This design comes from an exercise in tuning for a short achievable clock period and few clock cycles on the open sky130 flow, not from production work. Only simulation tests tie the RTL to the original design; equivalence was not proved. Power and IR drop assume default switching activity.

==> flow/design.v, too long to show whole: its modules and the start of the top module <==
// module gnrl_dfflrs: 20 lines
// module gnrl_dfflr: 20 lines
// module gnrl_dffl: 16 lines
// module gnrl_dffrs: 19 lines
// module gnrl_dffr: 19 lines
// module gnrl_pipe_stage: 27 lines
// module exu_decode: 235 lines
// module ifu_minidec: 35 lines
// module ifu_bpu: 34 lines
// module ifu_ifetch: 138 lines
// module ifu_ifu2itcm: 21 lines
// module ifu: 77 lines
// module exu_regfile: 31 lines
// module exu_disp: 66 lines
// module exu_alu_dpath: 317 lines
// module exu_alu_rglr: 48 lines
// module exu_alu_bjp: 50 lines
// module exu_alu_lsuagu: 108 lines
// module exu_alu: 391 lines
// module exu_branchslv: 21 lines
// module exu_commit: 38 lines
// module exu_oitf: 84 lines
// module exu_longpwbck: 25 lines
// module exu_wbck: 34 lines
// module exu: 282 lines
// module lsu_ctrl: 92 lines
// module lsu: 57 lines
// module core: 145 lines
// module itcm_ctrl: 22 lines
// module dtcm_ctrl: 32 lines
// module cpu: 78 lines
module cpu (
    input [32-1:0] pc_rtvec,
    output [16-2-1:0] itcm_ram_addr,
    input [32-1:0] itcm_ram_dout,
    output dtcm_ram_we,
    output [16-2-1:0] dtcm_ram_addr,
    output [32-1:0] dtcm_ram_din,
    output [4-1:0] dtcm_ram_wem,
    input [32-1:0] dtcm_ram_dout,
    input clk, 
    input rst_n 
);
  // ...
==> flow/run.sh <==
#!/bin/bash
# synth_recipe.tcl (not shown) runs the flow's synth.tcl, then flattens the netlist and writes it again
# the make line also repeats each setting of config.mk as NAME=value (left out here)
make -C /OpenROAD-flow-scripts/flow DESIGN_CONFIG=/design/flow/config.mk WORK_HOME=/design/flow/orfs CLKGATE_MAP_FILE= SYNTH_SCRIPT=/design/flow/synth_recipe.tcl finish
==> flow/config.mk <==
export PLATFORM = sky130hd
export DESIGN_NAME = cpu
export DESIGN_NICKNAME = cpu
export VERILOG_FILES = /design/flow/design.v
export SDC_FILE = /design/flow/constraint.sdc
export NUM_CORES = 8
export LEC_CHECK = 0
export ABC_CLOCK_PERIOD_IN_PS = 10000
export CAP_MARGIN = 20
export CORE_MARGIN = 2
export CORE_UTILIZATION = 40
export SETUP_SLACK_MARGIN = 3.0
export SLEW_MARGIN = 20
==> flow/constraint.sdc <==
create_clock -name core_clock -period 14.0 [get_ports {clk}]
set_input_delay 2.8000 -clock core_clock [delete_from_list [all_inputs] [get_ports {clk}]]
set_output_delay 2.8000 -clock core_clock [all_outputs]
set_load 0.01 [all_outputs]
==> flow_summary.ini, run 1 <==
[layout]
clockBufferCount = 188
final_util_pct = 51.2
final_common_cell = nand2_1
reg_top3 = u_core.u_exu.u_exu_regfile.regfile.not_x0.rf_dfflr.qout_r (992), u_core.u_ifu.u_ifu_ifetch.ifu_ir_dfflr.qout_r (32)

[critical_path]
critPathBufInv = 11
cp-end-kind = primary output
worst-path-stages = 44
r2r_cells = 50

[power]
pwr.group.clock_uw = 3660
p_int_uw = 8350

[route]
vias = 78354
wl_um = 438000

[run_status]
status = timing/DRC/antenna clean

[logic_synthesis]
ys_seq_area_share_pct = 41.3
synthArstFlopShare_pct = 100
yosys.area.top_type = dfrtp_1

[cts]
ctsHoldBuffers = 0
clkSinkCount = 1112

[grt]
use_met1_pct = 55.8
gr-total-overflow = 0
grt_pass1_wl_um = 591000

[floorplan]
die_w_um = 414

[timing]
hold_slack_ps = 484
rsz0062_at_grt = yes

[place]
place_inst = 10255
Testbench counts, summed over its fixed seeds: cycles 723,629.
==> module cpu, before the edit <==
module cpu (
    input [32-1:0] pc_rtvec,
    output [16-2-1:0] itcm_ram_addr,
    input [32-1:0] itcm_ram_dout,
    output dtcm_ram_we,
    output [16-2-1:0] dtcm_ram_addr,
    output [32-1:0] dtcm_ram_din,
    output [4-1:0] dtcm_ram_wem,
    input [32-1:0] dtcm_ram_dout,
    input clk, 
    input rst_n 
);
wire ifu2itcm_cmd_valid;
wire ifu2itcm_cmd_ready;
wire [16-1:0] ifu2itcm_cmd_addr;
wire ifu2itcm_rsp_valid;
wire ifu2itcm_rsp_ready;
wire [32-1:0] ifu2itcm_rsp_rdata;
wire lsu2dtcm_cmd_valid;
wire lsu2dtcm_cmd_ready;
wire lsu2dtcm_cmd_read;
wire [16-1:0] lsu2dtcm_cmd_addr;
wire [32-1:0] lsu2dtcm_cmd_wdata;
wire [4-1:0] lsu2dtcm_cmd_wmask;
wire lsu2dtcm_rsp_valid;
wire lsu2dtcm_rsp_ready;
wire [32-1:0] lsu2dtcm_rsp_rdata;
core u_core (
    .pc_rtvec(pc_rtvec),
    .ifu2itcm_cmd_valid(ifu2itcm_cmd_valid),
    .ifu2itcm_cmd_ready(ifu2itcm_cmd_ready),
    .ifu2itcm_cmd_addr(ifu2itcm_cmd_addr),
    .ifu2itcm_rsp_valid(ifu2itcm_rsp_valid),
    .ifu2itcm_rsp_ready(ifu2itcm_rsp_ready),
    .ifu2itcm_rsp_rdata(ifu2itcm_rsp_rdata),
    .lsu2dtcm_cmd_valid(lsu2dtcm_cmd_valid),
    .lsu2dtcm_cmd_ready(lsu2dtcm_cmd_ready),
    .lsu2dtcm_cmd_read(lsu2dtcm_cmd_read),
    .lsu2dtcm_cmd_addr(lsu2dtcm_cmd_addr),
    .lsu2dtcm_cmd_wdata(lsu2dtcm_cmd_wdata),
    .lsu2dtcm_cmd_wmask(lsu2dtcm_cmd_wmask),
    .lsu2dtcm_rsp_valid(lsu2dtcm_rsp_valid),
    .lsu2dtcm_rsp_ready(lsu2dtcm_rsp_ready),
    .lsu2dtcm_rsp_rdata(lsu2dtcm_rsp_rdata),
    .clk(clk),
    .rst_n(rst_n)
);
itcm_ctrl u_itcm_ctrl (
    .ifu2itcm_cmd_valid(ifu2itcm_cmd_valid),
    .ifu2itcm_cmd_ready(ifu2itcm_cmd_ready),
    .ifu2itcm_cmd_addr(ifu2itcm_cmd_addr),
    .ifu2itcm_rsp_valid(ifu2itcm_rsp_valid),
    .ifu2itcm_rsp_ready(ifu2itcm_rsp_ready),
    .ifu2itcm_rsp_rdata(ifu2itcm_rsp_rdata),
    .itcm_ram_addr(itcm_ram_addr),
    .itcm_ram_dout(itcm_ram_dout),
    .clk(clk),
    .rst_n(rst_n)
);
dtcm_ctrl u_dtcm_ctrl (
    .lsu2dtcm_cmd_valid(lsu2dtcm_cmd_valid),
    .lsu2dtcm_cmd_ready(lsu2dtcm_cmd_ready),
    .lsu2dtcm_cmd_read(lsu2dtcm_cmd_read),
    .lsu2dtcm_cmd_addr(lsu2dtcm_cmd_addr),
    .lsu2dtcm_cmd_wmask(lsu2dtcm_cmd_wmask),
    .lsu2dtcm_cmd_wdata(lsu2dtcm_cmd_wdata),
    .lsu2dtcm_rsp_valid(lsu2dtcm_rsp_valid),
    .lsu2dtcm_rsp_ready(lsu2dtcm_rsp_ready),
    .lsu2dtcm_rsp_rdata(lsu2dtcm_rsp_rdata),
    .dtcm_ram_we(dtcm_ram_we),
    .dtcm_ram_addr(dtcm_ram_addr),
    .dtcm_ram_wem(dtcm_ram_wem),
    .dtcm_ram_din(dtcm_ram_din),
    .dtcm_ram_dout(dtcm_ram_dout),
    .clk(clk),
    .rst_n(rst_n)
);
endmodule
==> inputs of run 2 (changes only) <==
==> flow/design.v (replaced) <==
module cpu (
    input  [31:0] pc_rtvec,
    output [13:0] itcm_ram_addr,
    input  [31:0] itcm_ram_dout,
    output        dtcm_ram_we,
    output [13:0] dtcm_ram_addr,
    output [31:0] dtcm_ram_din,
    output [3:0]  dtcm_ram_wem,
    input  [31:0] dtcm_ram_dout,
    input         clk,
    input         rst_n
);
reg         boot;                
reg  [31:0] fpc;                 
reg         fv;                  
reg         f2v;
reg  [31:0] f2pc;
reg         f2pt;                
reg  [31:2] f2tgt;               
reg         q0v, q1v, q2v;
reg  [31:0] q0i, q1i, q2i;
reg  [31:0] q0pc, q1pc, q2pc;
reg         q0pt, q1pt, q2pt;
reg  [31:2] q0tgt, q1tgt, q2tgt;
reg         e_v;
reg  [4:0]  e_rd;
reg         e_wen;
reg         e_ld, e_st, e_br, e_jal, e_jalr, e_pre_sel, e_imm_sel;
reg         e_sub, e_sra;
reg  [2:0]  e_f3;
reg  [31:0] e_a, e_b, e_imm, e_pre;
reg         e_am, e_aw, e_bm, e_bw;      
reg  [31:0] e_tgt, e_link;
reg         e_pt;
reg  [31:2] e_ptgt;
reg  [15:0] e_addr;
reg         e_we;
reg  [3:0]  e_wem;
reg  [31:0] e_pc;
reg         m_wen;
reg  [4:0]  m_rd;
reg  [31:0] m_res;
reg         m_ld;
reg  [1:0]  m_off;
reg  [2:0]  m_f3;
reg         w_wen;
reg  [4:0]  w_rd;
reg  [31:0] w_val;
reg  [31:0] rf [1:31];
reg         bt_v   [0:15];
reg  [31:6] bt_tag [0:15];
reg  [31:2] bt_tgt [0:15];
reg  [1:0]  bt_ctr [0:15];
reg         bt_jmp [0:15];
reg         u_v;
reg  [31:2] u_pc;
reg  [31:2] u_tgt;
reg         u_tk;
reg         u_jmp;
wire [3:0]  fidx  = fpc[5:2];
wire        bhit  = bt_v[fidx] && (bt_tag[fidx] == fpc[31:6]);
wire        btk   = bhit && (bt_jmp[fidx] || bt_ctr[fidx][1]);
wire [31:2] fseq  = fpc[31:2] + 30'd1;
wire [31:2] fpred = btk ? bt_tgt[fidx] : fseq;
assign itcm_ram_addr = fpc[15:2];
wire [31:0] ir  = q0i;
wire [4:0]  opc = ir[6:2];
wire [4:0]  rd  = ir[11:7];
wire [2:0]  f3  = ir[14:12];
wire [4:0]  rs1 = ir[19:15];
wire [4:0]  rs2 = ir[24:20];
wire d_lui   = (opc == 5'b01101);
wire d_auipc = (opc == 5'b00101);
wire d_jal   = (opc == 5'b11011);
wire d_jalr  = (opc == 5'b11001);
wire d_br    = (opc == 5'b11000);
wire d_ld    = (opc == 5'b00000);
wire d_st    = (opc == 5'b01000);
wire d_opi   = (opc == 5'b00100);
wire d_op    = (opc == 5'b01100);
wire [31:0] imm_i = {{20{ir[31]}}, ir[31:20]};
wire [31:0] imm_s = {{20{ir[31]}}, ir[31:25], ir[11:7]};
wire [31:0] imm_b = {{19{ir[31]}}, ir[31], ir[7], ir[30:25], ir[11:8], 1'b0};
wire [31:0] imm_u = {ir[31:12], 12'b0};
wire [31:0] imm_j = {{11{ir[31]}}, ir[31], ir[19:12], ir[20], ir[30:21], 1'b0};
wire d_use1 = d_jalr | d_br | d_ld | d_st | d_opi | d_op;
wire d_use2 = d_br | d_st | d_op;
wire d_wen  = (d_lui | d_auipc | d_jal | d_jalr | d_ld | d_opi | d_op) & (rd != 5'd0);
wire [31:0] rf1 = (rs1 == 5'd0) ? 32'd0 : rf[rs1];
wire [31:0] rf2 = (rs2 == 5'd0) ? 32'd0 : rf[rs2];
wire m_hit1 = m_wen & (m_rd == rs1);
wire m_hit2 = m_wen & (m_rd == rs2);
wire w_hit1 = w_wen & (w_rd == rs1);
wire w_hit2 = w_wen & (w_rd == rs2);
wire e_hit1 = e_v & e_wen & (e_rd == rs1);
wire e_hit2 = e_v & e_wen & (e_rd == rs2);
wire [31:0] d_a = m_hit1 ? m_res : w_hit1 ? w_val : rf1;
wire [31:0] d_b = m_hit2 ? m_res : w_hit2 ? w_val : rf2;
wire lu_stall  = e_v & e_ld & ((d_use1 & e_hit1) | (d_use2 & e_hit2));
wire agu_stall = (d_ld | d_st) & (e_hit1 | (m_hit1 & m_ld));
wire d_stall   = lu_stall | agu_stall;
wire [31:0] d_off  = d_jal ? imm_j : d_br ? imm_b : imm_u;
wire [31:0] d_tgt  = q0pc + d_off;
wire [31:0] d_link = q0pc + 32'd4;
wire tgt_ok   = (q0tgt == d_tgt[31:2]);
wire d_fix_j  = d_jal & ~(q0pt & tgt_ok);
wire d_fix_b  = d_br & q0pt & ~tgt_ok;
wire d_fix_n  = q0pt & ~(d_jal | d_br | d_jalr);
wire d_fix    = d_fix_j | d_fix_b | d_fix_n;
wire [31:0] d_fix_pc = d_fix_n ? d_link : d_tgt;
wire d_pt     = d_fix_n ? 1'b0 : (d_fix_j | d_fix_b) ? 1'b1 : q0pt;
wire [15:0] d_addr = d_a[15:0] + (d_st ? imm_s[15:0] : imm_i[15:0]);
reg  [3:0]  d_wem;
always @(*) begin
    case (f3[1:0])
        2'b00:   d_wem = 4'b0001 << d_addr[1:0];
        2'b01:   d_wem = d_addr[1] ? 4'b1100 : 4'b0011;
        default: d_wem = 4'b1111;
    endcase
end
wire [31:0] x_a  = e_am ? m_res : e_aw ? w_val : e_a;
wire [31:0] x_b  = e_bm ? m_res : e_bw ? w_val : e_b;
wire [31:0] x_o2 = e_imm_sel ? e_imm : x_b;
wire [31:0] x_sum = x_a + (e_sub ? ~x_o2 : x_o2) + {31'd0, e_sub};
wire        x_eq  = (x_a == x_o2);
wire        x_ltu = (x_a < x_o2);
wire        x_lt  = (x_a[31] ^ x_o2[31]) ? x_a[31] : x_ltu;
wire [4:0]  x_sh  = x_o2[4:0];
wire [31:0] x_sll = x_a << x_sh;
wire [31:0] x_srl = x_a >> x_sh;
wire [31:0] x_sra = x_srl | ~({32{x_a[31]}} >> x_sh) & {32{x_a[31]}};
reg  [31:0] x_alu;
always @(*) begin
    case (e_f3)
        3'b000: x_alu = x_sum;
        3'b001: x_alu = x_sll;
        3'b010: x_alu = {31'd0, x_lt};
        3'b011: x_alu = {31'd0, x_ltu};
        3'b100: x_alu = x_a ^ x_o2;
        3'b101: x_alu = e_sra ? x_sra : x_srl;
        3'b110: x_alu = x_a | x_o2;
        default: x_alu = x_a & x_o2;
    endcase
end
wire [31:0] x_res = e_pre_sel ? e_pre : x_alu;
reg x_tk;
always @(*) begin
    case (e_f3)
        3'b000: x_tk = x_eq;
        3'b001: x_tk = ~x_eq;
        3'b100: x_tk = x_lt;
        3'b101: x_tk = ~x_lt;
        3'b110: x_tk = x_ltu;
        default: x_tk = ~x_ltu;
    endcase
end
wire x_br_mis = e_br & (x_tk ^ e_pt);
wire x_jr_mis = e_jalr & ~(e_pt & (e_ptgt == x_sum[31:2]));
wire x_flush  = e_v & (x_br_mis | x_jr_mis);
wire [31:0] x_fix_pc = e_jalr ? x_sum : x_tk ? e_tgt : e_link;
wire [31:0] x_sd = (e_f3[1:0] == 2'b00) ? {4{x_b[7:0]}} :
                   (e_f3[1:0] == 2'b01) ? {2{x_b[15:0]}} : x_b;
assign dtcm_ram_we   = e_we;
assign dtcm_ram_addr = e_addr[15:2];
assign dtcm_ram_wem  = e_wem;
assign dtcm_ram_din  = x_sd;
wire [31:0] ld_w  = dtcm_ram_dout;
wire [15:0] ld_h  = m_off[1] ? ld_w[31:16] : ld_w[15:0];
wire [7:0]  ld_b  = m_off[0] ? ld_h[15:8] : ld_h[7:0];
reg  [31:0] ld_val;
always @(*) begin
    case (m_f3)
        3'b000:  ld_val = {{24{ld_b[7]}}, ld_b};
        3'b001:  ld_val = {{16{ld_h[15]}}, ld_h};
        3'b100:  ld_val = {24'd0, ld_b};
        3'b101:  ld_val = {16'd0, ld_h};
        default: ld_val = ld_w;
    endcase
end
wire d_go    = q0v & ~d_stall & ~x_flush;    
wire d_redir = d_go & d_fix;
wire redir   = x_flush | d_redir;
wire [31:0] redir_pc = x_flush ? x_fix_pc : d_fix_pc;
wire consume = d_go;
wire [1:0] occ_now = {1'b0, q0v} + {1'b0, q1v} + {1'b0, q2v};
wire [2:0] occ_nxt = {1'b0, occ_now} - {2'b0, consume} + {2'b0, f2v};
wire fetch_ok = (occ_nxt + {2'b0, fv}) <= 3'd2;
always @(posedge clk or negedge rst_n) begin
    if (!rst_n) begin
        boot <= 1'b1;
        fv   <= 1'b0;
        f2v  <= 1'b0;
        q0v  <= 1'b0;
        q1v  <= 1'b0;
        q2v  <= 1'b0;
    end else begin
        boot <= 1'b0;
        if (boot) begin
            fv  <= 1'b1;
            f2v <= 1'b0;
        end else if (redir) begin
            fv  <= 1'b1;
            f2v <= 1'b0;
        end else begin
            fv  <= fetch_ok;
            f2v <= fv;
        end
        if (redir | boot) begin
            q0v <= 1'b0;
            q1v <= 1'b0;
            q2v <= 1'b0;
        end else if (consume) begin
            q0v <= q1v | f2v;
            q1v <= q2v | (q1v & f2v);
            q2v <= q2v & f2v;
        end else begin
            q0v <= q0v | f2v;
            q1v <= q1v | (q0v & f2v);
            q2v <= q2v | (q1v & f2v);
        end
    end
end
always @(posedge clk) begin
    if (boot)
        fpc <= pc_rtvec;
    else if (redir)
        fpc <= redir_pc;
    else if (fv)
        fpc <= {fpred, 2'b00};
    f2pc  <= fpc;
    f2pt  <= btk;
    f2tgt <= bt_tgt[fidx];
    if (consume) begin
        if (q1v) begin q0i <= q1i; q0pc <= q1pc; q0pt <= q1pt; q0tgt <= q1tgt; end
        else     begin q0i <= itcm_ram_dout; q0pc <= f2pc; q0pt <= f2pt; q0tgt <= f2tgt; end
        if (q2v) begin q1i <= q2i; q1pc <= q2pc; q1pt <= q2pt; q1tgt <= q2tgt; end
        else     begin q1i <= itcm_ram_dout; q1pc <= f2pc; q1pt <= f2pt; q1tgt <= f2tgt; end
        q2i <= itcm_ram_dout; q2pc <= f2pc; q2pt <= f2pt; q2tgt <= f2tgt;
    end else begin
        if (!q0v) begin q0i <= itcm_ram_dout; q0pc <= f2pc; q0pt <= f2pt; q0tgt <= f2tgt; end
        if (!q1v) begin q1i <= itcm_ram_dout; q1pc <= f2pc; q1pt <= f2pt; q1tgt <= f2tgt; end
        if (!q2v) begin q2i <= itcm_ram_dout; q2pc <= f2pc; q2pt <= f2pt; q2tgt <= f2tgt; end
    end
end
always @(posedge clk or negedge rst_n) begin
    if (!rst_n) begin
        e_v  <= 1'b0;
        e_we <= 1'b0;
    end else begin
        e_v  <= d_go;
        e_we <= d_go & d_st;
    end
end
always @(posedge clk) begin
    if (d_go) begin
        e_rd      <= rd;
        e_wen     <= d_wen;
        e_ld      <= d_ld;
        e_st      <= d_st;
        e_br      <= d_br;
        e_jal     <= d_jal;
        e_jalr    <= d_jalr;
        e_pre_sel <= d_lui | d_auipc | d_jal | d_jalr;
        e_imm_sel <= ~(d_op | d_br);
        e_sub     <= d_op & ir[30] & (f3 == 3'b000);
        e_sra     <= ir[30];
        e_f3      <= f3;
        e_a       <= d_a;
        e_b       <= d_b;
        e_imm     <= imm_i;
        e_pre     <= d_lui ? imm_u : d_auipc ? d_tgt : d_link;
        e_am      <= e_hit1;
        e_aw      <= m_hit1;
        e_bm      <= e_hit2;
        e_bw      <= m_hit2;
        e_tgt     <= d_tgt;
        e_link    <= d_link;
        e_pt      <= d_pt;
        e_ptgt    <= q0tgt;
        e_addr    <= d_addr;
        e_wem     <= d_wem;
        e_pc      <= q0pc;
    end
end
always @(posedge clk or negedge rst_n) begin
    if (!rst_n) begin
        m_wen <= 1'b0;
        w_wen <= 1'b0;
        u_v   <= 1'b0;
    end else begin
        m_wen <= e_v & e_wen;
        w_wen <= m_wen;
        u_v   <= e_v & (e_br | e_jal | e_jalr);
    end
end
always @(posedge clk) begin
    m_rd  <= e_rd;
    m_res <= x_res;
    m_ld  <= e_ld;
    m_off <= e_addr[1:0];
    m_f3  <= e_f3;
    w_rd  <= m_rd;
    w_val <= m_ld ? ld_val : m_res;
    if (w_wen) rf[w_rd] <= w_val;
    u_pc  <= e_pc[31:2];
    u_tgt <= e_jalr ? x_sum[31:2] : e_tgt[31:2];
    u_tk  <= e_jal | e_jalr | x_tk;
    u_jmp <= e_jal | e_jalr;
end
wire [3:0] uidx = u_pc[5:2];
wire       uhit = bt_v[uidx] && (bt_tag[uidx] == u_pc[31:6]);
integer k;
always @(posedge clk or negedge rst_n) begin
    if (!rst_n) begin
        for (k = 0; k < 16; k = k + 1) bt_v[k] <= 1'b0;
    end else if (u_v & (u_tk | uhit)) begin
        bt_v[uidx] <= 1'b1;
    end
end
always @(posedge clk) begin
    if (u_v) begin
        if (u_jmp) begin
            bt_tag[uidx] <= u_pc[31:6];
            bt_tgt[uidx] <= u_tgt;
            bt_jmp[uidx] <= 1'b1;
            bt_ctr[uidx] <= 2'b11;
        end else if (uhit) begin
            if (u_tk) begin
                bt_tgt[uidx] <= u_tgt;
                if (bt_ctr[uidx] != 2'b11) bt_ctr[uidx] <= bt_ctr[uidx] + 2'd1;
            end else begin
                if (bt_ctr[uidx] != 2'b00) bt_ctr[uidx] <= bt_ctr[uidx] - 2'd1;
            end
            bt_jmp[uidx] <= 1'b0;
        end else if (u_tk) begin
            bt_tag[uidx] <= u_pc[31:6];
            bt_tgt[uidx] <= u_tgt;
            bt_jmp[uidx] <= 1'b0;
            bt_ctr[uidx] <= 2'b10;
        end
    end
end
endmodule
--- a/flow/config.mk
+++ b/flow/config.mk
@@ -6,8 +6,8 @@
 export NUM_CORES = 8
 export LEC_CHECK = 0
-export ABC_CLOCK_PERIOD_IN_PS = 10000
+export ABC_CLOCK_PERIOD_IN_PS = 4000
 export CAP_MARGIN = 20
 export CORE_MARGIN = 2
 export CORE_UTILIZATION = 40
-export SETUP_SLACK_MARGIN = 3.0
+export SETUP_SLACK_MARGIN = 5.0
 export SLEW_MARGIN = 20
==> flow_summary.ini, run 2 <==
[place]
gp_congestion = 0.967
io_buffers = 160
place_inst = 13172
dp_hpwl_um = 287000

[critical_path]
reg2reg_to = q1tgt[3]
cp.required_ps = 14740
r2r_slack_ps = 5250
start_kind = register
worstPathArrival_ps = 9490
cp-end-kind = register
r2r-start = e_bw
crit_type = reg -> reg
critPathMaxFanout = 57
r2r_cells = 22

[timing]
fmax_ghz = 0.114
period_share_pct = 62.5
fin_worst_skew_ps = 98.2
setup_violations = 0
slew_headroom_pct = 16.8
timing.setup.tns_ps = 0
worstMarginPinSlew_ps = 1250
hold_slack_ps = 332
maxSlewViolCount = 0
rsz0062_at_grt = no
finalCriticalPeriod_ps = 8750
finalHoldViolations = 0

[worst_hold_path]
worstHoldPathCells = 0
min_to = u_pc[3]
hold_start = e_pc[3]
holdCritPathClass = reg -> reg

[layout]
area_growth_pct = 12.7
num-nets-final = 9400
top_register = rf
final_cell_mix = edfxtp_1, mux4_2, nand2_1
final_common_cell = edfxtp_1
layout-drive-gt1-share_pct = 21.0
reg_top3 = rf (992), bt_tgt (480), bt_tag (416)
fin_cells = 13739
largest_reg_flops = 992

[floorplan]
die_y_um = 580
initial_utilization_pct = 40.2
io_pins = 163
die-area_sq_mm = 0.336
core_sq_mm = 0.330
die_w_um = 580
rows = 211

[logic_synthesis]
synthCells = 9098
synth_top_cell_area_share_pct = 52.8
synthArstFlopShare_pct = 0.976
ys_types = 104
synth_nets = 9382
yosys_register_bits = 2765
synth.avg_cell_area_sq_um = 14.6
synth_top_cells_by_count = edfxtp_1, mux4_2, nand2_1
synth_edf_count = 2333
ys_seq_area_share_pct = 59.5
yosys.cell_count.top_type = edfxtp_1
yosysWarnings = 2
yosys.area.top_type = edfxtp_1
synth_area_leaders = edfxtp_1, mux4_2, dfxtp_1
syn-cell-area_sq_mm = 0.133
synth-main-ff-cell = edfxtp_1

[grt]
grt_max_degree = 166
antenna_found_initial = 29
track_usage_pct = 25.6
gr-total-overflow = 0
grt_pass1_wl_um = 623000
grt_pass1_vias = 83299

[cts]
cts_max_path_buffers = 4
cts_htree_levels = 5
ctsHoldBuffers = 0
clock_latency_ps = 950
path_clk_slew_ps = 60
cts_tree = done
clockRootBuffer = clkbuf_16
cts_buffers = 301
clkSinkCount = 2765

[power]
leakage_uw = 0.0503
p_per_area_mw_per_mm2 = 259
vdd_drop_max_mv = 0.178

[route]
drt_iter0_markers = 11512
final_antenna_net_count = 0
vias = 85239
wl_per_cell_um = 32.2
wl_um = 442000
via_per_inst = 6.20
firstDrtPassIters = 8
drc = 0

[flow_run]
drv_cap = 0

[run_status]
status = timing/DRC/antenna clean
## run 2: cell count changes after synthesis, sizes merged, moves of 248 or more
cell | previous run | this run
mux4 | 2 | 921
edfxtp | 0 | 2333
and3 | 661 | 35
a21oi | 279 | 540
nand2 | 1414 | 653
inv | 46 | 294
dfxtp | 0 | 405
a22oi | 402 | 23
dfrtp | 1111 | 26
o21ai | 1238 | 510
## run 2: worst max-delay path by stage
| stage | startpoint | endpoint | cells past startpoint |
|---|---|---|---|
| 5_1_grt | e_bw | q1tgt[10] | 22 |
| 6_report | e_bw | q1tgt[3] | 22 |
| 2_1_floorplan | e_bw | fv | 33 |
| 3_5_place_dp | e_bw | e_pc[31] | 23 |
| 4_1_cts | e_bw | q1tgt[6] | 22 |
| 3_3_place_gp | e_bw | e_pc[22] | 23 |
## run 2: where the power goes
part,internal [uW],switching (uW),total (uW)
clock,4560,3350,7910
sequential,11300,1940,13300
combinational,6400,11000,17400
## run 2: worst max-delay path, cell delays in order, from the launching register on
cell and delay [ps]:
edfxtp_1 340, buf_6 410, mux2_2 400, mux2i_2 410, o21a_2 200, buf_6 360, xnor2_1 210, fa_2 470
xnor2_2 470, xor2_1 210, o2111ai_1 140, nor4_1 370, o2111ai_1 290, a2111oi_2 400, nand4_1 150, or4_4 570
nor4_4 310, nor2_4 80, o21ai_4 130, buf_4 550, and2_4 930, buf_4 760, a21oi_1 150
## run 2: per-layer routing
| metal | up-vias | share of wire (%) | GRT usage, % |
|---|---|---|---|
| met1 | 44208 | 42 | 36.9 |
| met2 | 4567 | 44 | 38.5 |
| li1 | 35782 | - | - |
| met3 | 682 | 9.8 | 4.99 |
| met4 | 0 | 4.1 | 9.53 |
| met5 | - | 0 | 0 |
## run 2: layout make-up
| type | count | area, sq um |
|---|---|---|
| Timing Repair inverter | 1 | 5.00 |
| Antenna cell | 11 | 27.5 |
| Clock inverter | 151 | 1560 |
| Inverter | 299 | 1130 |
| Tap cell | 4366 | 5460 |
| Fill cell | 28670 | 181000 |
| Sequential cell | 2765 | 78900 |
| Multi-Input combinational cell | 5359 | 50500 |
| Clock buffer | 398 | 8210 |
| Timing Repair Buffer | 389 | 3510 |
## run 2: logic make-up (layout without fill, tap and decap cells)
family	after synthesis	in the layout	share of synthesized area, %
other	1	12	0.00283
DFF	2765	2765	59.5
buffers and inverters	975	1238	3.01
and+or+nand+nor	1609	1610	5.37
AOI/OAI and AO/OA	1864	1864	8.90
adders and majority gates	186	186	1.79
xor gates and xnor gates	304	304	2.12
muxes	1394	1394	19.3
## run 2: timing repair
| item | in CTS | in global routing |
|---|---|---|
| setup buffers | 2 | 0 |
| pin swaps | 0 | 1 |
| setup endpoints to repair | 226 | 176 |
| gates cloned | 1 | 1 |
| resized for setup | 9 | 15 |
## run 2: metrics by stage
| step | total power, uW | area (sq um) | util (%) | setup WS [ps] |
|---|---|---|---|---|
| after CTS | 38300 | 149000 | 45.2 | 5020 |
| final | 38600 | 149000 | 45.3 | 5250 |
| after global placement | 30100 | 139000 | 42.2 | 4250 |
| after global routing | 40100 | 149000 | 45.3 | 5010 |
| after floorplan | 23400 | 133000 | - | 3370 |
| after detailed placement | 30300 | 139000 | 42.2 | 4090 |
Testbench counts of run 2, summed over its fixed seeds: cycles 732,752.
==> inputs of run 3 (changes only) <==
==> flow/design.v (replaced) <==
module cpu (
    input  [31:0] pc_rtvec,
    output [13:0] itcm_ram_addr,
    input  [31:0] itcm_ram_dout,
    output        dtcm_ram_we,
    output [13:0] dtcm_ram_addr,
    output [31:0] dtcm_ram_din,
    output [3:0]  dtcm_ram_wem,
    input  [31:0] dtcm_ram_dout,
    input         clk,
    input         rst_n
);
function [31:0] add32;
    input [31:0] x, y;
    input        ci;
    reg   [31:0] g, p, t;
    integer i, d;
    begin
        g = x & y;
        p = x ^ y;
        t = p;
        g[0] = g[0] | (p[0] & ci);
        for (d = 1; d < 32; d = d * 2) begin
            for (i = 31; i >= d; i = i - 1) begin
                g[i] = g[i] | (t[i] & g[i-d]);
                t[i] = t[i] & t[i-d];
            end
        end
        add32 = p ^ {g[30:0], ci};
    end
endfunction
function [15:0] add16;
    input [15:0] x, y;
    reg   [15:0] g, p, t;
    integer i, d;
    begin
        g = x & y;
        p = x ^ y;
        t = p;
        for (d = 1; d < 16; d = d * 2) begin
            for (i = 15; i >= d; i = i - 1) begin
                g[i] = g[i] | (t[i] & g[i-d]);
                t[i] = t[i] & t[i-d];
            end
        end
        add16 = p ^ {g[14:0], 1'b0};
    end
endfunction
function [29:0] inc30;
    input [29:0] x;
    reg   [29:0] t;
    integer i, d;
    begin
        t = x;
        for (d = 1; d < 30; d = d * 2) begin
            for (i = 29; i >= d; i = i - 1) begin
                t[i] = t[i] & t[i-d];
            end
        end
        inc30 = x ^ {t[28:0], 1'b1};
    end
endfunction
function [2:0] cmp32;
    input [31:0] x, y;
    reg   [30:0] l, e;
    reg          lu, ls, e31;
    integer i, d;
    begin
        l = ~x[30:0] & y[30:0];
        e = ~(x[30:0] ^ y[30:0]);
        for (d = 1; d < 31; d = d * 2) begin
            for (i = 30; i >= d; i = i - 1) begin
                l[i] = l[i] | (e[i] & l[i-d]);
                e[i] = e[i] & e[i-d];
            end
        end
        e31 = ~(x[31] ^ y[31]);
        lu  = (~x[31] & y[31]) | (e31 & l[30]);
        ls  = (x[31] & ~y[31]) | (e31 & l[30]);
        cmp32 = {e31 & e[30], lu, ls};
    end
endfunction
reg         boot;                
reg  [31:0] fpc;                 
reg         fv;                  
reg  [13:0] fa;                  
reg         f2v;
reg  [31:0] f2pc;
reg         f2pt;                
reg  [31:2] f2tgt;               
reg         q0v, q1v, q2v;
reg  [31:0] q0i, q1i, q2i;
reg  [31:0] q0pc, q1pc, q2pc;
reg         q0pt, q1pt, q2pt;
reg  [31:2] q0tgt, q1tgt, q2tgt;
reg  [31:1] q0s1, q0s2;          
reg         r_fix;
reg  [31:0] r_fixpc;
reg         e_v;
reg  [4:0]  e_rd;
reg         e_wen;
reg         e_ld, e_st, e_br, e_jal, e_jalr, e_pre_sel, e_imm_sel;
reg         e_sub, e_sra;
reg  [2:0]  e_f3;
reg  [31:0] e_a, e_b, e_imm, e_pre;
reg         e_am, e_bm;          
reg  [31:0] e_tgt, e_link;
reg         e_pt;
reg  [31:2] e_ptgt;
reg  [15:0] e_addr;
reg  [3:0]  e_wem;
reg  [31:2] e_pc;
reg  [5:0]  e_s;                 
reg  [6:0]  e_f;                 
reg  [31:0] e_fixpc;
reg         dc_we;
reg  [13:0] dc_addr;
reg  [3:0]  dc_wem;
reg  [31:0] dc_din;
reg         m_wen;
reg  [4:0]  m_rd;
reg  [31:0] m_res;
reg         m_ld;
reg  [1:0]  m_off;
reg  [2:0]  m_f3;
reg         m_jv;                
reg         m_pt;
reg  [31:2] m_ptgt;
reg         m_bv;                
reg  [31:2] m_bpc;
reg  [31:2] m_btgt;
reg         m_btk;
reg         m_bjmp;
reg         w_wen;
reg  [4:0]  w_rd;
reg  [31:0] w_val;
reg  [31:0] rf [1:31];
reg         bt_v   [0:15];
reg  [31:6] bt_tag [0:15];
reg  [31:2] bt_tgt [0:15];
reg  [1:0]  bt_ctr [0:15];
reg         bt_jmp [0:15];
wire [3:0]  fidx  = fpc[5:2];
wire        bhit  = bt_v[fidx] && (bt_tag[fidx] == fpc[31:6]);
wire        btk   = bhit && (bt_jmp[fidx] || bt_ctr[fidx][1]);
wire [31:2] fseq  = inc30(fpc[31:2]);
wire [31:2] fpred = btk ? bt_tgt[fidx] : fseq;
assign itcm_ram_addr = fa;
wire [31:0] ld_w  = dtcm_ram_dout;
wire [15:0] ld_h  = m_off[1] ? ld_w[31:16] : ld_w[15:0];
wire [7:0]  ld_b  = m_off[0] ? ld_h[15:8] : ld_h[7:0];
reg  [31:0] ld_val;
always @(*) begin
    case (m_f3)
        3'b000:  ld_val = {{24{ld_b[7]}}, ld_b};
        3'b001:  ld_val = {{16{ld_h[15]}}, ld_h};
        3'b100:  ld_val = {24'd0, ld_b};
        3'b101:  ld_val = {16'd0, ld_h};
        default: ld_val = ld_w;
    endcase
end
wire [31:0] m_val = m_ld ? ld_val : m_res;
wire m_jflush = m_jv & ~(m_pt & (m_ptgt == m_btgt));
wire [31:0] ir  = q0i;
wire [4:0]  opc = ir[6:2];
wire [4:0]  rd  = ir[11:7];
wire [2:0]  f3  = ir[14:12];
wire [4:0]  rs1 = ir[19:15];
wire [4:0]  rs2 = ir[24:20];
wire d_lui   = (opc == 5'b01101);
wire d_auipc = (opc == 5'b00101);
wire d_jal   = (opc == 5'b11011);
wire d_jalr  = (opc == 5'b11001);
wire d_br    = (opc == 5'b11000);
wire d_ld    = (opc == 5'b00000);
wire d_st    = (opc == 5'b01000);
wire d_opi   = (opc == 5'b00100);
wire d_op    = (opc == 5'b01100);
wire [31:0] imm_i = {{20{ir[31]}}, ir[31:20]};
wire [31:0] imm_s = {{20{ir[31]}}, ir[31:25], ir[11:7]};
wire [31:0] imm_b = {{19{ir[31]}}, ir[31], ir[7], ir[30:25], ir[11:8], 1'b0};
wire [31:0] imm_u = {ir[31:12], 12'b0};
wire [31:0] imm_j = {{11{ir[31]}}, ir[31], ir[19:12], ir[20], ir[30:21], 1'b0};
wire d_use1 = d_jalr | d_br | d_ld | d_st | d_opi | d_op;
wire d_use2 = d_br | d_st | d_op;
wire d_wen  = (d_lui | d_auipc | d_jal | d_jalr | d_ld | d_opi | d_op) & (rd != 5'd0);
reg  [31:0] rf1, rf2;
integer r;
always @(*) begin
    rf1 = 32'd0;
    rf2 = 32'd0;
    for (r = 1; r < 32; r = r + 1) begin
        rf1 = rf1 | ({32{q0s1[r]}} & rf[r]);
        rf2 = rf2 | ({32{q0s2[r]}} & rf[r]);
    end
end
wire e_hit1 = e_v & e_wen & (e_rd == rs1);
wire e_hit2 = e_v & e_wen & (e_rd == rs2);
wire m_hit1 = m_wen & (m_rd == rs1);
wire m_hit2 = m_wen & (m_rd == rs2);
wire w_hit1 = w_wen & (w_rd == rs1);
wire w_hit2 = w_wen & (w_rd == rs2);
wire [31:0] d_rw1 = w_hit1 ? w_val : rf1;
wire [31:0] d_rw2 = w_hit2 ? w_val : rf2;
wire [31:0] d_a   = m_hit1 ? m_val : d_rw1;            
wire [31:0] d_b   = m_hit2 ? m_val : d_rw2;
wire [15:0] d_ab  = m_hit1 ? m_res[15:0] : d_rw1[15:0];  
wire lu_stall  = e_v & e_ld & ((d_use1 & e_hit1) | (d_use2 & e_hit2));
wire agu_stall = (d_ld | d_st) & (e_hit1 | (m_hit1 & m_ld));
wire ls_stall  = d_ld & e_v & e_st;          
wire jr_stall  = e_v & e_jalr;               
wire d_stall   = lu_stall | agu_stall | ls_stall | jr_stall;
wire [31:0] d_off  = d_jal ? imm_j : d_br ? imm_b : imm_u;
wire [31:0] d_tgt  = add32(q0pc, d_off, 1'b0);
wire [31:0] d_link = {inc30(q0pc[31:2]), q0pc[1:0]};
wire        d_fixj = d_jal & ~q0pt;          
wire [5:0]  d_bsel = {6{d_br}} & {f3 == 3'b111, f3 == 3'b110, f3 == 3'b101,
                                  f3 == 3'b100, f3 == 3'b001, f3 == 3'b000};
wire [15:0] d_addr = add16(d_ab, d_st ? imm_s[15:0] : imm_i[15:0]);
reg  [3:0]  d_wem;
always @(*) begin
    case (f3[1:0])
        2'b00:   d_wem = 4'b0001 << d_addr[1:0];
        2'b01:   d_wem = d_addr[1] ? 4'b1100 : 4'b0011;
        default: d_wem = 4'b1111;
    endcase
end
wire [31:0] x_a  = e_am ? m_res : e_a;
wire [31:0] x_b  = e_bm ? m_res : e_b;
wire [31:0] x_o2 = e_imm_sel ? e_imm : x_b;
wire [31:0] x_sum = add32(x_a, e_sub ? ~x_o2 : x_o2, e_sub);
wire [2:0]  x_c   = cmp32(x_a, x_o2);       
wire        x_ltu = x_c[1];
wire        x_lt  = x_c[0];
wire [2:0]  x_bc  = cmp32(x_a, x_b);        
wire        b_eq  = x_bc[2];
wire        b_ltu = x_bc[1];
wire        b_lt  = x_bc[0];
wire [4:0]  x_sh  = x_o2[4:0];
wire [31:0] x_sll = x_a << x_sh;
wire [31:0] x_srl = x_a >> x_sh;
wire [31:0] x_sra = x_srl | ~({32{x_a[31]}} >> x_sh) & {32{x_a[31]}};
reg  [31:0] x_alu;
always @(*) begin
    case (e_f3)
        3'b000: x_alu = x_sum;
        3'b001: x_alu = x_sll;
        3'b010: x_alu = {31'd0, x_lt};
        3'b011: x_alu = {31'd0, x_ltu};
        3'b100: x_alu = x_a ^ x_o2;
        3'b101: x_alu = e_sra ? x_sra : x_srl;
        3'b110: x_alu = x_a | x_o2;
        default: x_alu = x_a & x_o2;
    endcase
end
wire [31:0] x_res = e_pre_sel ? e_pre : x_alu;
wire x_tk = (e_s[0] & b_eq) | (e_s[1] & ~b_eq) | (e_s[2] & b_lt) |
            (e_s[3] & ~b_lt) | (e_s[4] & b_ltu) | (e_s[5] & ~b_ltu);
wire x_flush = (e_f[0] & b_eq) | (e_f[1] & ~b_eq) | (e_f[2] & b_lt) |
               (e_f[3] & ~b_lt) | (e_f[4] & b_ltu) | (e_f[5] & ~b_ltu) | e_f[6];
wire [31:0] x_sd = (e_f3[1:0] == 2'b00) ? {4{x_b[7:0]}} :
                   (e_f3[1:0] == 2'b01) ? {2{x_b[15:0]}} : x_b;
assign dtcm_ram_we   = dc_we;
assign dtcm_ram_addr = dc_addr;
assign dtcm_ram_wem  = dc_wem;
assign dtcm_ram_din  = dc_din;
wire flush   = x_flush | m_jflush | r_fix;       
wire d_go    = q0v & ~d_stall & ~flush;          
wire consume = q0v & ~d_stall;                   
wire d_ld_en = ~d_stall;                         
wire [1:0] occ_now = {1'b0, q0v} + {1'b0, q1v} + {1'b0, q2v};
wire [2:0] occ_in  = {1'b0, occ_now} + {2'b0, f2v} + {2'b0, fv};
wire ok0 = (occ_in <= 3'd2);
wire ok1 = (occ_in <= 3'd3);
wire fv_nxt = boot | flush | (consume ? ok1 : ok0);
wire [31:0] q_in_i  = (d_ld_en & q1v) ? q1i : itcm_ram_dout;
reg  [31:1] s1_nxt, s2_nxt;
always @(*) begin
    for (r = 1; r < 32; r = r + 1) begin
        s1_nxt[r] = (q_in_i[19:15] == r);
        s2_nxt[r] = (q_in_i[24:20] == r);
    end
end
always @(posedge clk or negedge rst_n) begin
    if (!rst_n) begin
        boot  <= 1'b1;
        fv    <= 1'b0;
        f2v   <= 1'b0;
        q0v   <= 1'b0;
        q1v   <= 1'b0;
        q2v   <= 1'b0;
        r_fix <= 1'b0;
    end else begin
        boot  <= 1'b0;
        r_fix <= d_go & d_fixj;
        if (boot | flush) begin
            fv  <= 1'b1;
            f2v <= 1'b0;
            q0v <= 1'b0;
            q1v <= 1'b0;
            q2v <= 1'b0;
        end else begin
            fv  <= fv_nxt;
            f2v <= fv;
            if (consume) begin
                q0v <= q1v | f2v;
                q1v <= q2v | (q1v & f2v);
                q2v <= q2v & f2v;
            end else begin
                q0v <= q0v | f2v;
                q1v <= q1v | (q0v & f2v);
                q2v <= q2v | (q1v & f2v);
            end
        end
    end
end
reg [31:0] fpc_upd;
always @(*) begin
    if (x_flush)
        fpc_upd = e_fixpc;
    else if (m_jflush)
        fpc_upd = {m_btgt, 2'b00};
    else if (boot)
        fpc_upd = pc_rtvec;
    else if (r_fix)
        fpc_upd = r_fixpc;
    else
        fpc_upd = {fpred, 2'b00};
end
wire fpc_en = x_flush | m_jflush | boot | r_fix | fv;
always @(posedge clk) begin
    if (fpc_en) fpc <= fpc_upd;
    fa  <= (fpc_en | ~fv_nxt) ? fpc_upd[15:2] : fpc[15:2];
    r_fixpc <= d_tgt;
    f2pc  <= fpc;
    f2pt  <= btk;
    f2tgt <= bt_tgt[fidx];
    if (d_ld_en) begin
        if (q1v) begin q0i <= q1i; q0pc <= q1pc; q0pt <= q1pt; q0tgt <= q1tgt; end
        else     begin q0i <= itcm_ram_dout; q0pc <= f2pc; q0pt <= f2pt; q0tgt <= f2tgt; end
        q0s1 <= s1_nxt;
        q0s2 <= s2_nxt;
        if (q2v) begin q1i <= q2i; q1pc <= q2pc; q1pt <= q2pt; q1tgt <= q2tgt; end
        else     begin q1i <= itcm_ram_dout; q1pc <= f2pc; q1pt <= f2pt; q1tgt <= f2tgt; end
        q2i <= itcm_ram_dout; q2pc <= f2pc; q2pt <= f2pt; q2tgt <= f2tgt;
    end else begin
        if (!q0v) begin
            q0i <= itcm_ram_dout; q0pc <= f2pc; q0pt <= f2pt; q0tgt <= f2tgt;
            q0s1 <= s1_nxt;
            q0s2 <= s2_nxt;
        end
        if (!q1v) begin q1i <= itcm_ram_dout; q1pc <= f2pc; q1pt <= f2pt; q1tgt <= f2tgt; end
        if (!q2v) begin q2i <= itcm_ram_dout; q2pc <= f2pc; q2pt <= f2pt; q2tgt <= f2tgt; end
    end
end
always @(posedge clk or negedge rst_n) begin
    if (!rst_n) begin
        e_v   <= 1'b0;
        dc_we <= 1'b0;
    end else begin
        e_v   <= d_go;
        dc_we <= e_v & e_st;
    end
end
always @(posedge clk) begin
    begin
        e_rd      <= rd;
        e_wen     <= d_wen;
        e_ld      <= d_ld;
        e_st      <= d_st;
        e_br      <= d_br;
        e_jal     <= d_jal;
        e_jalr    <= d_jalr;
        e_fixpc   <= q0pt ? d_link : d_tgt;
        e_pre_sel <= d_lui | d_auipc | d_jal | d_jalr;
        e_imm_sel <= ~(d_op | d_br);
        e_sub     <= d_op & ir[30] & (f3 == 3'b000);
        e_sra     <= ir[30];
        e_f3      <= f3;
        e_a       <= d_a;
        e_b       <= d_b;
        e_imm     <= imm_i;
        e_pre     <= d_lui ? imm_u : d_auipc ? d_tgt : d_link;
        e_am      <= e_hit1;
        e_bm      <= e_hit2;
        e_tgt     <= d_tgt;
        e_link    <= d_link;
        e_pt      <= q0pt | d_fixj;
        e_ptgt    <= d_fixj ? d_tgt[31:2] : q0tgt;
        e_addr    <= d_addr;
        e_wem     <= d_wem;
        e_pc      <= q0pc[31:2];
    end
    e_s <= d_bsel;
    e_f <= {d_go & q0pt & ~(d_jal | d_br | d_jalr),
            {6{d_go}} & (q0pt ? {d_bsel[4], d_bsel[5], d_bsel[2], d_bsel[3], d_bsel[0], d_bsel[1]} : d_bsel)};
    if (e_v & e_st)
        dc_addr <= e_addr[15:2];
    else
        dc_addr <= d_addr[15:2];
    dc_wem <= e_wem;
    dc_din <= x_sd;
end
always @(posedge clk or negedge rst_n) begin
    if (!rst_n) begin
        m_wen <= 1'b0;
        w_wen <= 1'b0;
        m_jv  <= 1'b0;
        m_bv  <= 1'b0;
    end else begin
        m_wen <= e_v & e_wen;
        w_wen <= m_wen;
        m_jv  <= e_v & e_jalr;
        m_bv  <= e_v & (e_br | e_jal | e_jalr);
    end
end
always @(posedge clk) begin
    m_rd   <= e_rd;
    m_res  <= x_res;
    m_ld   <= e_ld;
    m_off  <= e_addr[1:0];
    m_f3   <= e_f3;
    m_pt   <= e_pt;
    m_ptgt <= e_ptgt;
    m_bpc  <= e_pc;
    m_btgt <= e_jalr ? x_sum[31:2] : e_tgt[31:2];
    m_btk  <= e_jal | e_jalr | x_tk;
    m_bjmp <= e_jal | e_jalr;
    w_rd   <= m_rd;
    w_val  <= m_val;
    if (w_wen) rf[w_rd] <= w_val;
end
wire [3:0] uidx = m_bpc[5:2];
wire       uhit = bt_v[uidx] && (bt_tag[uidx] == m_bpc[31:6]);
wire [1:0] uctr = bt_ctr[uidx];
reg        u_v, u_wtgt, u_jmp;
reg  [3:0] u_idx;
reg  [31:6] u_tag;
reg  [31:2] u_tgt;
reg  [1:0] u_ctr;
always @(posedge clk or negedge rst_n) begin
    if (!rst_n)
        u_v <= 1'b0;
    else
        u_v <= m_bv & (m_btk | uhit);
end
always @(posedge clk) begin
    u_idx  <= uidx;
    u_tag  <= m_bpc[31:6];
    u_tgt  <= m_btgt;
    u_jmp  <= m_bjmp;
    u_wtgt <= m_btk;
    if (m_bjmp)
        u_ctr <= 2'b11;
    else if (!uhit)
        u_ctr <= 2'b10;
    else if (m_btk)
        u_ctr <= (uctr == 2'b11) ? 2'b11 : uctr + 2'd1;
    else
        u_ctr <= (uctr == 2'b00) ? 2'b00 : uctr - 2'd1;
end
integer k;
always @(posedge clk or negedge rst_n) begin
    if (!rst_n) begin
        for (k = 0; k < 16; k = k + 1) bt_v[k] <= 1'b0;
    end else if (u_v) begin
        bt_v[u_idx] <= 1'b1;
    end
end
always @(posedge clk) begin
    if (u_v) begin
        bt_ctr[u_idx] <= u_ctr;
        bt_jmp[u_idx] <= u_jmp;
        if (u_wtgt) begin
            bt_tag[u_idx] <= u_tag;
            bt_tgt[u_idx] <= u_tgt;
        end
    end
end
endmodule
==> flow/flow/run.sh (new file) <==
#!/bin/bash
set -euo pipefail
bash standard.sh SETUP_SLACK_MARGIN=9.5 finish > standard_flow.log 2>&1
==> flow/standard.sh (new file) <==
#!/bin/bash
# synth_recipe.tcl (not shown) runs the flow's synth.tcl, then flattens the netlist and writes it again
# the make line also repeats each setting of config.mk as NAME=value (left out here)
make -C /OpenROAD-flow-scripts/flow DESIGN_CONFIG=/design/flow/config.mk WORK_HOME=/design/flow/orfs CLKGATE_MAP_FILE= SYNTH_SCRIPT=/design/flow/synth_recipe.tcl "${@:-finish}"
removed: flow/run.sh
==> flow_summary.ini, run 3 <==
[logic_synthesis]
yosysWarnings = 2
yosys_register_bits = 2991
synth.avg_cell_area_sq_um = 14.0
synth_nets = 9488
synth-main-ff-cell = edfxtp_1
yosys.cell_count.top_type = edfxtp_1
syn-cell-area_sq_mm = 0.128
synth_area_leaders = edfxtp_1, dfxtp_1, mux4_2
yosys.area.top_type = edfxtp_1
synth_top_cells_by_count = edfxtp_1, dfxtp_1, nor2_1
synth_edf_count = 2123
synth_top_cell_area_share_pct = 49.6
ys_seq_area_share_pct = 63.3
synthCells = 9172
ys_types = 90
synthArstFlopShare_pct = 1.00

[timing]
fin_worst_skew_ps = 101
hold_slack_ps = 320
period_share_pct = 33.1
fmax_ghz = 0.216
timing.setup.tns_ps = 0
slew_headroom_pct = 12.3
setup_violations = 0
maxSlewViolCount = 0
worstMarginPinSlew_ps = 1310
finalCriticalPeriod_ps = 4640
finalHoldViolations = 0
rsz0062_at_grt = yes
setup_ws_ps = 9360

[place]
io_buffers = 160
pre_cts_slack_ps = 8000
gp_congestion = 0.985
dp_hpwl_um = 295000
place_area_sq_mm = 0.135

[critical_path]
r2r-start = e_bm
critPathMaxFanout = 7
r2r_cells = 16
cp.required_ps = 14790
start_kind = register
crit_start = e_bm
worstPathArrival_ps = 5430
crit_type = reg -> reg
r2r_slack_ps = 9360
reg2reg_to = fa[13]
cp-end-kind = register

[floorplan]
die_y_um = 571
die-area_sq_mm = 0.326
initial_utilization_pct = 40.1
io_pins = 163
core_sq_mm = 0.320
die_w_um = 571
rows = 208

[flow_run]
drv_cap = 0

[cts]
path_clk_slew_ps = 60
cts_buffers = 315
clock_latency_ps = 960
clkSinkCount = 2991
clockRootBuffer = clkbuf_16
ctsHoldBuffers = 0
cts_tree = done
cts_htree_levels = 5
cts_max_path_buffers = 4

[layout]
area_growth_pct = 17.1
num-nets-final = 9812
final_common_cell = edfxtp_1
final_cell_mix = edfxtp_1, dfxtp_1, nor2_1
nFillCells = 27500
largest_reg_flops = 992
seq_area_sq_mm = 0.0814
top_register = rf
layout-drive-gt1-share_pct = 20.6
reg_top3 = rf (992), bt_tgt (480), bt_tag (416)
fin_area_sq_mm = 0.150
multi_input_area_sq_mm = 0.0462

[grt]
track_usage_pct = 29.9
grt_pass1_vias = 88710
antenna_found_initial = 51
gr-total-overflow = 0
grt_max_degree = 84
grt_pass1_wl_um = 690000

[route]
vias = 93009
final_antenna_net_count = 0
wl_um = 507000
wl_per_cell_um = 36.0
firstDrtPassIters = 12
via_per_inst = 6.60
drc = 0
drt_iter0_markers = 17090

[power]
vdd_drop_max_mv = 0.106
p_per_area_mw_per_mm2 = 162
leakage_uw = 0.0526

[worst_hold_path]
worstHoldPathCells = 0
min_to = m_ptgt[6]
hold_start = e_ptgt[6]
holdCritPathClass = reg -> reg

[run_status]
status = timing/DRC/antenna clean
==> run 3: cell count changes after synthesis, sizes merged, moves of 203 or more <==
cell and delta:
mux4 -538, dfxtp +433, a22oi +374, a22o +272
a21oi -244, nand2 -237, edfxtp -210, mux2 +203
==> run 3: stage by stage <==
step                      utilization, %  std cells  total power [uW]
after floorplan                        -       9172             13700
after global placement              42.3      13271             15500
after detailed placement            42.3      13272             15600
after CTS                           46.3      13943             24100
after global routing                46.9      14084             25000
final                               46.9      14092             24300
==> run 3: logic make-up after synthesis <==
kind of cell	after synthesis	synth area share, %
XOR/XNOR	277	1.89
AND/OR/NAND/NOR	1655	6.03
AO/OA/AOI/OAI	2235	12.5
adder cells (fa/ha/maj)	220	2.17
flip-flops	2991	63.3
other	1	0.00292
buffers and inverters	815	2.49
multiplexers	978	11.7
==> run 3: layout make-up <==
class	count	share of cell area, %
Multi-Input combinational cell	5369	30.7
Inverter	216	0.562
Antenna cell	29	0.0483
Tap cell	4305	3.58
Clock buffer	424	5.89
Sequential cell	2991	54.1
Timing Repair Buffer	603	4.10
Clock inverter	155	0.963
==> run 3: timing repair <==
action                                  CTS  global route
pin swaps                                48            67
hold endpoints to repair                  0             0
cloned                                   11            12
setup buffers                            81           106
gates resized for setup                 422           200
endpoints found under the setup margin  665           237
==> run 3: how the worst max path moves through the flow <==
stage | end | cells past startpoint
final | fa[13] | 16
after global routing | dc_addr[12] | 22
after CTS | fa[13] | 15
after detailed placement | m_res[31] | 15
after global placement | fa[13] | 13
after floorplan | fa[10] | 16
==> run 3: critical path, stage by stage (launching register included) <==
cell and delay (ps):
dfxtp_4 420, buf_12 170, buf_12 110, mux2_4 320, ha_4 260, and4_1 180
and3_4 210, nand4_1 250, or4_4 630, a211oi_2 160, o31a_1 290, mux2_4 380
nand3_4 120, buf_12 160, mux2_2 330, o31a_1 210, mux2_4 300
==> run 3: metal layers <==
metal  routed length (um)  vias to the layer above  GRT usage [%]
met3                70400                     1787           8.99
met5                  175                        -          0.132
met1               187000                    46614           39.6
met2               214000                     7604           43.6
met4                35800                       16           17.4
li1                     -                    36988              -
==> run 3: power breakdown <==
| group | leakage (uW) | switching, uW | internal [uW] | total (uW) |
|---|---|---|---|---|
| sequential | 0.0270 | 949 | 10600 | 11600 |
| combinational | 0.0206 | 2570 | 1770 | 4340 |
| clock | 0.00505 | 3590 | 4840 | 8430 |
| total | 0.0526 | 7110 | 17200 | 24300 |
Testbench counts of run 3, summed over its fixed seeds: cycles 737,113.

==> static timing again, ports no longer ideal <==
The flow's constraints put no driver on any port. The routed layouts listed below were extracted and timed again, unchanged, in two steps. Step 1 assumes that a clkbuf_16 drives the clock port and a buf_2 every other input. Step 2 adds t to the input delays and takes it off the output delays; t is the mean of the earliest and latest rising clock arrival at the registers after step 1. Input paths then give back, and output paths get back, about the clock's delay inside the block. Three values: no drivers, after step 1, after step 2; two values: the first two.
run	t, ns	setup WS [ns]	hold WS [ns]
run 1	0.915	1.115 / 1.026 / 1.698	0.484 / 0.484 / 0.484
run 2	1.006	5.251 / 5.251 / 5.251	0.332 / 0.332 / 0.332
run 3	1.011	9.360 / 9.360 / 8.644	0.320 / 0.320 / 0.320
After both steps setup and hold are still met in every run listed. For run 3, which loses most, drivers alone change the setup slack by 0.000 ns; drivers and shift together by -0.716 ns.
